Context: an optimization exercise on an open-source flow, tuned for small area, a short achievable clock period and few clock cycles. The choices shown serve that exercise and are no tape-out recipe.
Function was checked by simulation only, so behaviour that the tests miss may differ from the original.
Power figures rest on the tool's default switching activity, not on a simulated workload.

== job 4508 ==
## dut
module dut (
    input clk,
    input rst,
    input start,
    input [7:0] a,
    input [7:0] b,
    output reg [7:0] y,
    output reg ready
);
For scale: ~83 cells after synthesis, about 9 flip-flops, roughly 28 I/O pins.
Settings: LEC_CHECK=0, CAP_MARGIN=20, CORE_AREA=3 3 61 61, DIE_AREA=0 0 64 64, SETUP_SLACK_MARGIN=3.0, SLEW_MARGIN=20; clock period 5.0 ns.
standard.sh (not shown) runs the stock make flow with config.mk's settings and CLKGATE_MAP_FILE= SYNTH_SCRIPT=/design/flow/synth_recipe.tcl, a recipe that flattens the netlist after the stock synthesis.
==> flow/flow/run.sh <==
#!/bin/bash
# The standard ORFS layout (standard.sh) with three changes:
#  - synthesis maps the logic with flow/map.abc (see flow/mysynth.tcl);
#  - no full-adder extraction (ADDER_MAP_FILE empty), so ABC sees all logic;
#  - the port buffers are plain buf_1 cells.
set -euo pipefail
here=$(pwd)
bash standard.sh "SYNTH_SCRIPT=$here/flow/mysynth.tcl" ADDER_MAP_FILE= \
  "BUFFER_PORTS_ARGS=-buffer_cell sky130_fd_sc_hd__buf_1" finish > standard_flow.log 2>&1
==> flow/flow/map.abc <==
strash
&get -n
&deepsyn -J 1000
&put
dch
map
topo
stime -c
==> flow/flow/mysynth.tcl <==
# The standard synthesis script (synth_recipe.tcl), with ORFS's ABC mapping
# script replaced by flow/map.abc.
set my_abc_script [file join [file dirname [file normalize [info script]]] map.abc]
proc synth {args} { yosys synth -nofsm -noshare {*}$args }
proc abc {args} {
  set i [lsearch -exact $args -script]
  if { $i >= 0 } { lset args [expr {$i + 1}] $::my_abc_script }
  yosys abc {*}$args
}
source $::env(SCRIPTS_DIR)/synth.tcl
# left out here: clear keep_hierarchy, flatten, clean up, hide names made inside functions, write 1_2_yosys.v
Testbench counts of job 4508, summed over its fixed seeds: cycles 768.
> inputs changed (job 4508 -> job 2622)
==> flow/flow/map.abc <==
strash
&get -n
&deepsyn -T 30
&put
if -g
strash
dch
map
topo
stime -c
--- a/flow/config.mk
+++ b/flow/config.mk
@@ -9,4 +9,4 @@
 export CORE_AREA = 3 3 61 61
 export DIE_AREA = 0 0 64 64
-export SETUP_SLACK_MARGIN = 3.0
+export SETUP_SLACK_MARGIN = 3.3
 export SLEW_MARGIN = 20
Findings:
Job 4508 closes out successfully: all stages finished, all timing, DRC and antenna checks passed.
No stage failed in job 2622, and the final checks on the layout all came back clean.
Going from job 4508 to job 2622, the final wirelength was found to have gone down by 2.2%.
Against job 4508, job 2622 reports a relative slew slack that is higher.
In job 2622 the maximum number of pins on one net before global-route repair turned out 2 lower than in job 4508.
Final area came out higher on job 2622 than on job 4508.
### job 2622 -> job 9285
==> flow/flow/map.abc <==
strash
&get -n
&deepsyn -J 1000
&put
dch
map
topo
stime -c
--- a/flow/config.mk
+++ b/flow/config.mk
@@ -9,4 +9,5 @@
 export CORE_AREA = 3 3 61 61
 export DIE_AREA = 0 0 64 64
-export SETUP_SLACK_MARGIN = 3.3
+export PLACE_DENSITY = 0.7
+export SETUP_SLACK_MARGIN = 3.1
 export SLEW_MARGIN = 20
Job 9285 against job 2622: final cycle utilization of the critical path increased by 0.42 points relative to the old numbers, non-clock buffer total of the final layout decreased by 16% relative to the old numbers, count of inverters not on the clock network in the layout increased by 1 relative to the old numbers, total wire length decreased by 0.88% relative to the old numbers.
Comparing job 2622 and job 9285, the lower placed standard-cell area was measured on job 9285.
The lower filler cell count in the final layout of job 2622 and job 9285 is in job 2622.
Between job 2622 and job 9285, the initial standard-cell utilization of the core figures differ only marginally.
Going from job 2622 to job 9285, area of the mapped netlist grew slightly.
Relative to job 2622, reported clock group power has decreased by about 0.8% in job 9285.
Job 9285 ended up with a higher count of mapped cells out of synthesis than job 2622 did.

========
Setup of run A:
dut, a different RTL version from the one above (not shown whole).
export LEC_CHECK = 0
export CAP_MARGIN = 0
export CORE_AREA = 3 3 61 61
export DIE_AREA = 0 0 64 64
export SETUP_SLACK_MARGIN = 3.1
export SLEW_MARGIN = 0
create_clock -name core_clock -period 5.0 [get_ports {clk}]
==> flow/flow/map.abc <==
strash
&get -n
&deepsyn -J 1000
&put
if -g
strash
&get -n
&dch
&nf -p
&put
topo
stime -c
Scripts as last shown in full above: flow/flow/run.sh, flow/flow/mysynth.tcl
Testbench counts of run A, summed over its fixed seeds: cycles 768.
Input-level comparison between run B and run A:
- SLEW_MARGIN: 0 -> 20
- SETUP_SLACK_MARGIN: 3.1 -> 3.2
- CAP_MARGIN: 0 -> 20
-- flow/flow/map.abc --
<<< run A, line 7
&get -n
&dch
&nf -p
&put
>>> run B, line 7
dch
map
### Flow results
Power of the combinational group up about 2% in run B wrt run A
Taking run B as 1.0, run A lands at 0.906 on synthesized area.
Compared with run A, the router placed more vias in run B.
Run B vs. run A: critical path depth shrank by 4, combinational cell fraction of total power went up by 0.4 points, routed wire length grew by 3.7%.
Relative to run B, the following input files were edited for run C:
- a change of SETUP_SLACK_MARGIN from 3.2 to 3.15
-- flow/flow/map.abc --
<<< run B, line 7
dch
map
>>> run C, line 7
&get -n
&dch
&nf -p
&put
## What came out
- The area share of buffers outside the clock network of run C exceeds that of run B by 0.65 points.
- For run C, the worst setup path startpoint was b[7], unlike run B, where it was y[2]$_DFF_P_.
- | post-cts repair resize count | run C vs run B | 3 higher |
- Changes observed in run C relative to run B: x dimension of the die barely changed, share of cell area taken by flip-flops and latches rose 1.4 points.
- Class of the most critical setup path = reg2out: run B; class of the most critical setup path = in2reg: run C
Changes in run D relative to run C:
- SETUP_SLACK_MARGIN changed from 3.15 to 3.1
==> flow/flow/map.abc <==
strash
&get -n
&deepsyn -J 1000
&put
dch
map -a
topo
stime -c
--- outcome ---
Re worst-margin pin slew: run D is 0.12 ns up on run C. Delta (run D minus run C): final-layout fill cell count now smaller, worst setup slack now smaller. Run D vs. run C: via count shows an increase of 5.2%, layout buffering overhead excluding clock cells shows a reduction of 1.5 points, highest attainable clock frequency shows a reduction of 45 MHz, chip width shows no meaningful change. The final routed wirelength across all metal layers of run D is higher than that of run C. Run D vs run C on share of power burned in the clock network: run D is the lower one.

static timing again, ports no longer ideal:
The results above use ideal ports. As a check the final layouts listed here were re-extracted and re-timed, cells and wires unchanged. Step 1 sets driving cells, clkbuf_16 on the clock port and buf_2 on the other inputs (assumed; they add their load-dependent delay and slew). Step 2 adds t to the input delays and takes it off the output delays; t is the mean of the earliest and latest rising clock arrival at the registers after step 1. Input paths then give back, and output paths get back, about the clock's delay inside the block. a / b / c = ideal ports / drivers / drivers and shift; a / b = the first two.
run | t, ns | slack for setup (ns) | hold slack, ns | slew at the worst register clock pin (ns) | worst slew at a driven data input, ns
job 4508 | 0.274 | 3.132 / 3.125 / 2.851 | 0.892 / 0.898 / 1.172 | 0.06 / 0.06 | 0.03
job 2622 | 0.267 | 3.181 / 3.138 / 2.871 | 0.895 / 0.902 / 1.169 | 0.06 / 0.06 | 0.06
job 9285 | 0.268 | 3.160 / 3.156 / 2.888 | 0.911 / 0.917 / 1.185 | 0.05 / 0.05 | 0.03
run A | 0.262 | 3.232 / 3.227 / 2.965 | 0.917 / 0.925 / 1.187 | 0.05 / 0.05 | 0.03
run B | 0.263 | 3.308 / 3.289 / 3.069 | 0.904 / 0.909 / 1.172 | 0.05 / 0.05 | 0.03
run C | 0.262 | 3.225 / 3.218 / 2.956 | 0.917 / 0.925 / 1.187 | 0.05 / 0.05 | 0.03
run D | 0.264 | 3.069 / 3.059 / 2.795 | 0.894 / 0.904 / 1.168 | 0.05 / 0.05 | 0.03
After both steps every run listed still meets setup and hold. The setup slack of job 2622, which loses most, moves by -0.043 ns with the drivers and by -0.310 ns with both steps.
